From an optimization exercise on the open Yosys and OpenROAD flow, aimed at small area; shortcuts taken in it are not production practice. In this exercise RTL edits were held to simulation tests only and were not proved equivalent to the original. No activity file was given, so power comes from the tool's default toggle rates.

### design/flow/config.mk
export PLATFORM = sky130hd
export DESIGN_NAME = instrument_main
export DESIGN_NICKNAME = instrument_main
export VERILOG_FILES = /design/flow/design.v
export SDC_FILE = /design/flow/constraint.sdc
export NUM_CORES = 4
export LEC_CHECK = 0
export CAP_MARGIN = 20
export CORE_MARGIN = 2
export CORE_UTILIZATION = 40
export SLEW_MARGIN = 20
### design/flow/constraint.sdc
create_clock -name core_clock -period 10.0 [get_ports {clk}]
set_input_delay 2.0000 -clock core_clock [delete_from_list [all_inputs] [get_ports {clk}]]
set_output_delay 2.0000 -clock core_clock [all_outputs]
set_load 0.01 [all_outputs]
### design/flow/design.v
module async_receiver(clk, rst, RxD, RxD_data_ready, RxD_data, RxD_endofpacket, RxD_idle);
input clk, rst, RxD;
output RxD_data_ready;   
output [7:0] RxD_data;
parameter ClkFrequency = 50000000;  
parameter Baud = 115200;
output RxD_endofpacket;   
output RxD_idle;   
parameter Baud8 = Baud*8;
parameter Baud8GeneratorAccWidth = 16;
wire [Baud8GeneratorAccWidth:0] Baud8GeneratorInc = ((Baud8<<(Baud8GeneratorAccWidth-7))+(ClkFrequency>>8))/(ClkFrequency>>7);
reg [Baud8GeneratorAccWidth:0] Baud8GeneratorAcc;
always @(posedge clk) if(rst) Baud8GeneratorAcc <= 0; else Baud8GeneratorAcc <= Baud8GeneratorAcc[Baud8GeneratorAccWidth-1:0] + Baud8GeneratorInc;
wire Baud8Tick = Baud8GeneratorAcc[Baud8GeneratorAccWidth];
reg [1:0] RxD_sync_inv;
always @(posedge clk) if(rst) RxD_sync_inv <= 2'b00; else if(Baud8Tick) RxD_sync_inv <= {RxD_sync_inv[0], ~RxD};
reg [1:0] RxD_cnt_inv;
reg RxD_bit_inv;
always @(posedge clk)
if(rst)
begin
	RxD_cnt_inv <= 2'b00;
	RxD_bit_inv <= 1'b0;
end
else
if(Baud8Tick)
begin
	if( RxD_sync_inv[1] && RxD_cnt_inv!=2'b11) RxD_cnt_inv <= RxD_cnt_inv + 2'h1;
	else 
	if(~RxD_sync_inv[1] && RxD_cnt_inv!=2'b00) RxD_cnt_inv <= RxD_cnt_inv - 2'h1;
	if(RxD_cnt_inv==2'b00) RxD_bit_inv <= 1'b0;
	else
	if(RxD_cnt_inv==2'b11) RxD_bit_inv <= 1'b1;
end
reg [3:0] state;
reg [3:0] bit_spacing;
wire next_bit = (bit_spacing==4'd10);
always @(posedge clk)
if(rst)
	bit_spacing <= 4'b0000;
else
if(state==0)
	bit_spacing <= 4'b0000;
else
if(Baud8Tick)
	bit_spacing <= {bit_spacing[2:0] + 4'b0001} | {bit_spacing[3], 3'b000};
always @(posedge clk)
if(rst)
	state <= 4'b0000;
else
if(Baud8Tick)
case(state)
	4'b0000: if(RxD_bit_inv) state <= 4'b1000;   
	4'b1000: if(next_bit) state <= 4'b1001;   
	4'b1001: if(next_bit) state <= 4'b1010;   
	4'b1010: if(next_bit) state <= 4'b1011;   
	4'b1011: if(next_bit) state <= 4'b1100;   
	4'b1100: if(next_bit) state <= 4'b1101;   
	4'b1101: if(next_bit) state <= 4'b1110;   
	4'b1110: if(next_bit) state <= 4'b1111;   
	4'b1111: if(next_bit) state <= 4'b0001;   
	4'b0001: if(next_bit) state <= 4'b0000;   
	default: state <= 4'b0000;
endcase
reg [7:0] RxD_data;
always @(posedge clk)
if(rst) RxD_data <= 8'h00; else
if(Baud8Tick && next_bit && state[3]) RxD_data <= {~RxD_bit_inv, RxD_data[7:1]};
reg RxD_data_ready, RxD_data_error;
always @(posedge clk)
if(rst)
begin
	RxD_data_ready <= 1'b0;
	RxD_data_error <= 1'b0;
end
else
begin
	RxD_data_ready <= (Baud8Tick && next_bit && state==4'b0001 && ~RxD_bit_inv);   
	RxD_data_error <= (Baud8Tick && next_bit && state==4'b0001 &&  RxD_bit_inv);   
end
reg [4:0] gap_count;
always @(posedge clk) if (rst) gap_count<=5'h00; else if (state!=0) gap_count<=5'h00; else if(Baud8Tick & ~gap_count[4]) gap_count <= gap_count + 5'h01;
assign RxD_idle = gap_count[4];
reg RxD_endofpacket; always @(posedge clk) if (rst) RxD_endofpacket <= 1'b0; else RxD_endofpacket <= Baud8Tick & (gap_count==5'h0F);
endmodule
`timescale 1ns / 1ps
module strum_bar(
    input clk,
    input rst,
    input [2:0] inst,
    output reg strum_b,
    output reg strum_g,
	 output reg drum_foot
    );
reg [29:0] slw_clk_0;
reg [29:0] slw_clk_1;
reg [29:0] slw_clk_foot;
always@(posedge clk)
if (rst)
begin
	strum_g <= 0;
	strum_b <= 0;
	drum_foot <= 0;
	slw_clk_0 = 0;
	slw_clk_1 = 0;
	slw_clk_foot = 0;
end
else
begin
	if(strum_g != inst[0])	
	begin	
		if(slw_clk_0 < 1)   
			slw_clk_0 = slw_clk_0 + 1; 
		else
			begin
				strum_g <= inst[0];
				slw_clk_0 = 0;
			end
	end
	if(strum_b != inst[1])
	begin
		if(slw_clk_1 < 1)
			slw_clk_1 = slw_clk_1 + 1;
		else
			begin
				strum_b <= inst[1];
				slw_clk_1 = 0;
			end
	end
	if(drum_foot != inst[2])
	begin
		if(slw_clk_foot <= 1)   
			slw_clk_foot = slw_clk_foot + 1; 
		else
			begin
				drum_foot <= inst[2];
				slw_clk_foot = 0;
			end
	end
end
endmodule
`timescale 1ns / 1ps
module LCD(
    input clk,
    input rst,
	 input [3:0] an0,
	 input [3:0] an1,
	 input [3:0] an2,
	 input [3:0] an3,
    output reg [7:0] CATHODE,
    output reg [3:0] ANODE
    );
reg [29:0] slw_clk;
reg [1:0] i;
always@(posedge clk)
if (rst)
begin
	slw_clk = 0;
	i = 0;
	CATHODE = 0;
	ANODE = 0;
end
else
begin
	if(slw_clk <= 50000)
	   slw_clk = slw_clk + 1;
	else
	   begin
		slw_clk = 0;
		case(i)
		2'b0:ANODE = 4'b0111;
		2'b1:ANODE = 4'b1011;
		2'b10:ANODE = 4'b1101;
		2'b11:ANODE = 4'b1110;
		endcase
		case(i)
		2'b0:begin
			  case(an0)
			  4'h0:CATHODE = 8'b11000000; 
			  4'h1:CATHODE = 8'b10000111; 
			  4'h2:CATHODE = 8'b10100100; 
			  4'h3:CATHODE = 8'b10110000; 
			  4'h4:CATHODE = 8'b10001100; 
			  endcase
			  end
		2'b1:begin
			  case(an1)
			  4'h0:CATHODE = 8'b11000000; 
			  4'h1:CATHODE = 8'b11111001; 
			  4'h2:CATHODE = 8'b10000110; 
			  4'h3:CATHODE = 8'b11000111; 
			  4'h4:CATHODE = 8'b11000111; 
			  endcase
			  end	
		2'b10:begin
			  case(an2)
			  4'h0:CATHODE = 8'b11000000; 
			  4'h1:CATHODE = 8'b11111001; 
			  4'h2:CATHODE = 8'b10001000; 
			  4'h3:CATHODE = 8'b10010010; 
			  4'h4:CATHODE = 8'b10011001; 
			  endcase
			  end
		2'b11:begin
			  case(an3)
			  4'h0:CATHODE = 8'b11000000; 
			  4'h1:CATHODE = 8'b10010001; 
			  4'h2:CATHODE = 8'b10100100; 
			  4'h3:CATHODE = 8'b10110000; 
			  4'h4:CATHODE = 8'b10000111; 
			  endcase
			  end
		endcase
		i = i + 1;
		end
end
endmodule
`timescale 1ns / 1ps
module instrument_main(
    input clk,
    input rst,
	 input [2:0] btn,
	 input RxD,
	 input [7:0] sw,
    output reg [4:0] bass,
    output reg [3:0] drum,
	 output reg [4:0] guitar,
	 output strum_g,
	 output strum_b,
	 output drum_foot,
	 output reg [7:0] leds,
	 output [7:0] CATHODE,
	 output [3:0] ANODE
    );
wire RxD_data_ready;
wire [7:0] RxD_data;
reg [2:0] inst;
reg [3:0] state_LED;
reg [29:0] slw_clk;
reg [29:0] slw_clk_foot;
reg leds_on;
reg [3:0] an0;
reg [3:0] an1;
reg [3:0] an2;
reg [3:0] an3;
async_receiver receiver(.clk(clk),.rst(rst),.RxD(RxD), .RxD_data_ready(RxD_data_ready), .RxD_data(RxD_data));
strum_bar strum(.clk(clk),.rst(rst),.inst(inst),.strum_b(strum_b),.strum_g(strum_g),.drum_foot(drum_foot));
LCD display(.clk(clk),.rst(rst),.an0(an0),.an1(an1),.an2(an2),.an3(an3),.CATHODE(CATHODE),.ANODE(ANODE));
always@(posedge clk)
if (rst)
begin
	slw_clk = 0;
	leds_on = 0;
	state_LED = 0;
	inst <= 0;
	bass = 0;
	drum = 0;
	guitar = 0;
	leds = 0;
	an0 <= 0;
	an1 <= 0;
	an2 <= 0;
	an3 <= 0;
end
else
begin
	if(slw_clk <= 2700000)
		slw_clk = slw_clk + 1;
	else
		begin
		slw_clk = 0;
		leds_on = ~leds_on;
		state_LED = state_LED + 1;
		end
	if (sw[7] == 1)
	begin
		leds[7] = 0;
		an0 <= 1;
		an1 <= 2;
		an2 <= 3;
		an3 <= 4;
		case(btn)
		3'b100:	begin
					bass = sw[4:0];
					if(sw[4:0] > 0)
						inst[1] <= 1;
					else
						inst[1] <= 0;
					end
		3'b010:	begin
					drum = sw[4:1];
					inst[2] <= sw[5];
					end
		3'b001:	begin
					guitar = sw[4:0];
					if(sw[4:0] > 0)
						inst[0] <= 1;
					else
						inst[0] <= 0;
					end
		default: begin
					bass = 0;
					inst <= 0;
					drum = 0;
					guitar = 0;
					end
		endcase
	end
	else
	begin
		an0 <= 4;
		an1 <= 3;
		an2 <= 2;
		an3 <= 1;
		if (RxD_data_ready)
		begin 
			leds[7] = ~leds[7];
			case(RxD_data[2:0])
			3'b001:	begin 
						bass = RxD_data[7:3];
						if(RxD_data[7:3] > 0)
							inst[1] <= 1;
						else
							inst[1] <= 0;
						end 
			3'b010:	begin
							drum = RxD_data[6:3]; 
							if(RxD_data[7] == 1)  
								inst[2] <= 1;
							else
								inst[2] <= 0;
						end
			3'b100:	begin 
						guitar = RxD_data[7:3];
						if(RxD_data[7:3] > 0)
							inst[0] <= 1;
						else
							inst[0] <= 0;
						end 
			endcase
		end 
	end
	leds[6:0] = 0;
	case(btn)
	3'b100:begin
			 leds[4:0] = bass;
			 leds[5] = strum_b;
			 leds[6] = 0;
			 end
	3'b010:begin
			 leds[4:1] = drum;
			 leds[5] = drum_foot;
			 leds[6] = 0;
			 end
	3'b001:begin
			 leds[4:0] = guitar;
			 leds[5] = strum_g;
			 leds[6] = 0;
			 end
	default:
		    begin
			 if(leds_on == 1)
			 begin
				case(state_LED)
				4'h0:	begin
						leds[6:0] = 7'b1000000;
						end
				4'h1:	begin
						leds[6:0] = 7'b1100000;
						end
				4'h2:	begin
						leds[6:0] = 7'b0110000;
						end
				4'h3:	begin
						leds[6:0] = 7'b0011000;
						end
				4'h4:	begin
						leds[6:0] = 7'b0001100;
						end
				4'h5:	begin
						leds[6:0] = 7'b0000110;
						end
				4'h6:	begin
						leds[6:0] = 7'b0000011;
						end
				4'h7:	begin
						leds[6:0] = 7'b0000001;
						end
				4'h8:	begin
						leds[6:0] = 7'b0000000;
						end
				4'h9:	begin
						leds[6:0] = 7'b0000001;
						end
				4'hA:	begin
						leds[6:0] = 7'b0000011;
						end
				4'hB:	begin
						leds[6:0] = 7'b0000110;
						end
				4'hC:	begin
						leds[6:0] = 7'b0001100;
						end
				4'hD:	begin
						leds[6:0] = 7'b0011000;
						end
				4'hE:	begin
						leds[6:0] = 7'b0110000;
						end
				4'hF:	begin
						leds[6:0] = 7'b1100000;
						end
				endcase
			end
			end
	endcase
end
endmodule
### design/flow/run.sh
#!/bin/bash
# synth_recipe.tcl (not shown) runs the flow's synth.tcl, then flattens the netlist and writes it again
# the make line also repeats each setting of config.mk as NAME=value (left out here)
make -C /OpenROAD-flow-scripts/flow DESIGN_CONFIG=/design/flow/config.mk WORK_HOME=/design/flow/orfs CLKGATE_MAP_FILE= SYNTH_SCRIPT=/design/flow/synth_recipe.tcl finish
==> out/results.txt <==
status - finished clean
switching power total - 0.4805 mW
EDFF count, synth - 0
starting density of the core - 40.43%
1st-iter DRT viols - 548
final hold violations - 0
synthesized cell area - 10,450 sq um
Worst EP required - 10,440 ps
Max VDD drop - 0.0001288 V
first-pass GRT wire length - 36.56 mm
Worst R2R Path Depth - 11
Final ANT Viol Nets - 0
initial antenna violation count - 0
WL per Instance - 13.68 microns
WS Path Type - input port to flop
Pint - 1.638 mW
post-CTS resize count - 0
clock slew at reported path FFs - 60 ps
Synth async-reset ratio - 0%
Crit path largest cell delay - 850 ps
met3 Use GR - 2.498%
Sinks on Clock Net - 236
Tot Pwr - 2.119 mW
WHS Path Cells - 1
drt first pass iters - 5
most common cell in the netlist - dfxtp_1
delay-heaviest family, CP - buffers and inverters
CP startpoint - btn[1]
HP Class - flop to flop
clk buf depth - 3
number of max-cap violations - 0
Worst-Margin Slew - 1055 ps
met2 Use GR - 27.22%
Critical Path End Type - flop
Data arrival, critical path - 4730 ps
IO Count - 51
Final WS setup - 5715 ps
Setup Viol. Count Final - 0
Core Box Area - 25,840 sq um
Primary FF master, synth - dfxtp_1
Post-Place Worst Slack - 5189 ps
number of global-route vias before repair - 7,615
fin nets - 1,301
post-CTS setup buffers - 0
element type at the critical path start - input port
width of the die - 165.6 microns
CTS root buf - clkbuf_16
Seq pwr share - 46.4%
Critical Path, Cell by Cell - clkdlybuf4s50_1 -> nor3b_2 -> buf_4 -> nand2_1 -> o21ai_0 -> mux2i_1 -> o2bb2a_1 -> o32a_1 -> o22ai_1
Synth top cells by count - 236 x dfxtp_1, 224 x nor2_1, 76 x nand2_1
cell accounting for the most synthesized area - dfxtp_1
TritonCTS clock tree - built
pwr dens - 173.7 nW/um^2
share of the synthesized area in the top cell type - 45.23%
hold wc startpoint - receiver.Baud8GeneratorAcc[3]$_SDFF_PP0_
skew final - 12.53 ps
register area share after synthesis - 45.23%
die footprint - 27,420 sq um
reg2reg end - leds[3]$_SDFF_PP0_
crit path max fanout - 15
IO Port Bufs - 49
Slew Viols, Final - 0
post-layout minimum cycle time - 4285 ps
Die Ht - 165.6 microns
Global Route Usage Sum - 16.08%
CTS Hold Buffers Added - 0
Area Overhead vs Synth - 16.75%
Ys Warns - 4
via count - 8,352
Max Freq - 0.2334 GHz
Ant. Diodes - 0
# DRC - 0
post-synthesis area per instance - 8.763 sq um
GRT overflow - 0
H-tree Lvls - 1
# rows - 59
wirelength, routed - 21.99 mm
layout cells sized above 1 - 6.997%
GP Congestion - 0.7884
largest net degree at the start of global routing - 74
slowest CP cell - clkdlybuf4s50_1
Setup TNS Final - 0 ps
Clk pwr share - 47.3%
Sw Share - 22.68%
RR Startpoint - slw_clk[17]$_SDFF_PP0_
Most Crowded Layer GR - met2
Synth cell types - 77
post-synthesis cell count - 1,192
Final period util - 42.85%
Detailed Place HPWL - 14.85 mm
RSZ-0062 raised after global routing - false
worst path buffer plus inverter count - 2
Reg2Reg Setup Slack - 7150 ps
routing usage on met1 - 21.55%
Worst-Skew Late Latency - 520 ps
CTS buffer count - 27
Logic pwr share - 6.3%
#FFs+latches synth - 236
ranking of synthesized cells by area - dfxtp_1 45%, nor2_1 8.0%, ha_1 4.2%, xor2_1 3.8%, a21oi_1 3.3%
Worst Hold End - receiver.Baud8GeneratorAcc[3]$_SDFF_PP0_
fillers - 2,542
Avg Vias per Cell - 5.197
Leak Pwr - 4.503 nW
Slew HR - 29.11%
## state kept, by name (all words and copies together) (netlist names), 2 cells and up
name	flops
display.slw_clk	30
slw_clk	30
strum.slw_clk_0	30
strum.slw_clk_1	30
strum.slw_clk_foot	30
receiver.Baud8GeneratorAcc	14
display.CATHODE	8
leds	8
receiver.RxD_data	8
bass	5
guitar	5
display.ANODE	4
drum	4
receiver.bit_spacing	4
receiver.state	4
state_LED	4
inst	3
an1	2
display.i	2
receiver.RxD_cnt_inv	2
receiver.RxD_sync_inv	2
## worst max-delay path by stage
stage | end | slack [ps] | cells after the start
6_report | leds[2]$_SDFF_PP0_ | 5710 | 9
4_1_cts | leds[2]$_SDFF_PP0_ | 5720 | 8
3_5_place_dp | leds[1]$_SDFF_PP0_ | 5190 | 8
5_1_grt | leds[1]$_SDFF_PP0_ | 5560 | 9
3_3_place_gp | leds[2]$_SDFF_PP0_ | 5170 | 9
2_1_floorplan | leds[2]$_SDFF_PP0_ | 6290 | 9
## layout make-up
type                    instances  area (sq um)  share of cell area, %
clock buffers                  37         773.2                  6.341
clock inverters                12         146.4                  1.200
inverters                      33         123.9                  1.016
multi-input cells             899          5477                  44.91
flip-flops and latches        236          4725                  38.74
well taps                     335         419.2                  3.437
repair buffers                 55         530.5                  4.351
## per-layer routing
layer	part of all wire [%]	vias to the layer above
li1	-	4296
met1	49	3907
met5	0	-
met3	3.9	25
met2	46	124
met4	1.4	0
## worst register-to-register path: stages (launching register included)
cell and delay [ps]:
dfxtp_1 360, nor4b_2 290, nand3_1 170, or4_4 560, o21ai_2 150, mux2_2 410, inv_1 100, ha_1 180
nand2b_1 60, a21boi_0 240, nor3_1 70, o22ai_1 170
## cell usage in the layout, fill, tap and decap left out, types with 5 or more instances in the layout
master,instances
a211oi_1,9
a21oi_1,68
a221oi_1,5
a22o_1,6
a22oi_1,11
a31oi_1,23
a41oi_1,6
and2_1,14
and3_1,32
and4_1,11
buf_4,6
clkbuf_16,27
clkbuf_8,6
clkdlybuf4s50_1,48
clkinv_2,5
conb_1,22
dfxtp_1,236
ha_1,35
inv_1,33
mux2_2,7
mux2i_1,19
nand2_1,76
nand2b_1,8
nand3_1,41
nand4_1,25
nor2_1,224
nor2b_1,7
nor3_1,22
nor4_1,29
o211ai_1,5
o21ai_0,34
xnor2_1,38
xor2_1,45
## power groups by stage
stage          clock network, mW  logic (mW)  registers [mW]
4_1_cts                     1.03       0.134           0.983
3_5_place_dp                   0       0.133            1.00
5_1_grt                     1.07       0.150           0.986
2_1_floorplan                  0      0.0883            1.00
6_report                    1.00       0.133           0.983
3_3_place_gp                   0       0.132            1.00
## logic make-up after synthesis
kind of cell / count (synthesis) / synth area share, %
xor gates and xnor gates: 84 / 7.116
other: 1 / 0.03590
adders and majority gates: 35 / 4.193
muxes: 27 / 2.707
buffers and inverters: 78 / 3.114
DFF: 236 / 45.23
and+or+nand+nor: 523 / 24.52
AOI/OAI and AO/OA: 208 / 13.08
## metrics by stage
stage                     util [%]  hold WS, ps  instances  area [sq um]
after CTS                    47.19        461.9       1607         12190
after detailed placement     43.63        448.8       1558         11270
after global placement       43.63        441.8       1558         11270
after floorplan                  -        425.7       1213         10520
after global routing         47.20        493.5       1607         12190
final                        47.20        458.1       1607         12190

==> separate check: timing with driven ports <==
In the flow no input, the clock included, has a driving cell. The finished layout below was timed again as built, in two steps. Step 1 sets driving cells, clkbuf_16 on the clock port and buf_2 on the other inputs (assumed; they add their load-dependent delay and slew). Step 2 adds t to the input delays and takes it off the output delays; t is the mean of the earliest and latest rising clock arrival at the registers after step 1. Input paths then give back, and output paths get back, about the clock's delay inside the block. Slacks: ideal / step 1 / step 2; pairs: ideal / step 1.
shift t [ns]: 0.565
setup WS [ns]: 5.715 / 5.738 / 5.173
hold WS [ns]: 0.458 / 0.458 / 0.458
worst setup path after step 2: input to register
worst slew at a driven data input, ns: 0.10
After both steps this run still meets setup and hold. The setup slack of this run moves by +0.023 ns with the drivers and by -0.542 ns with both steps.
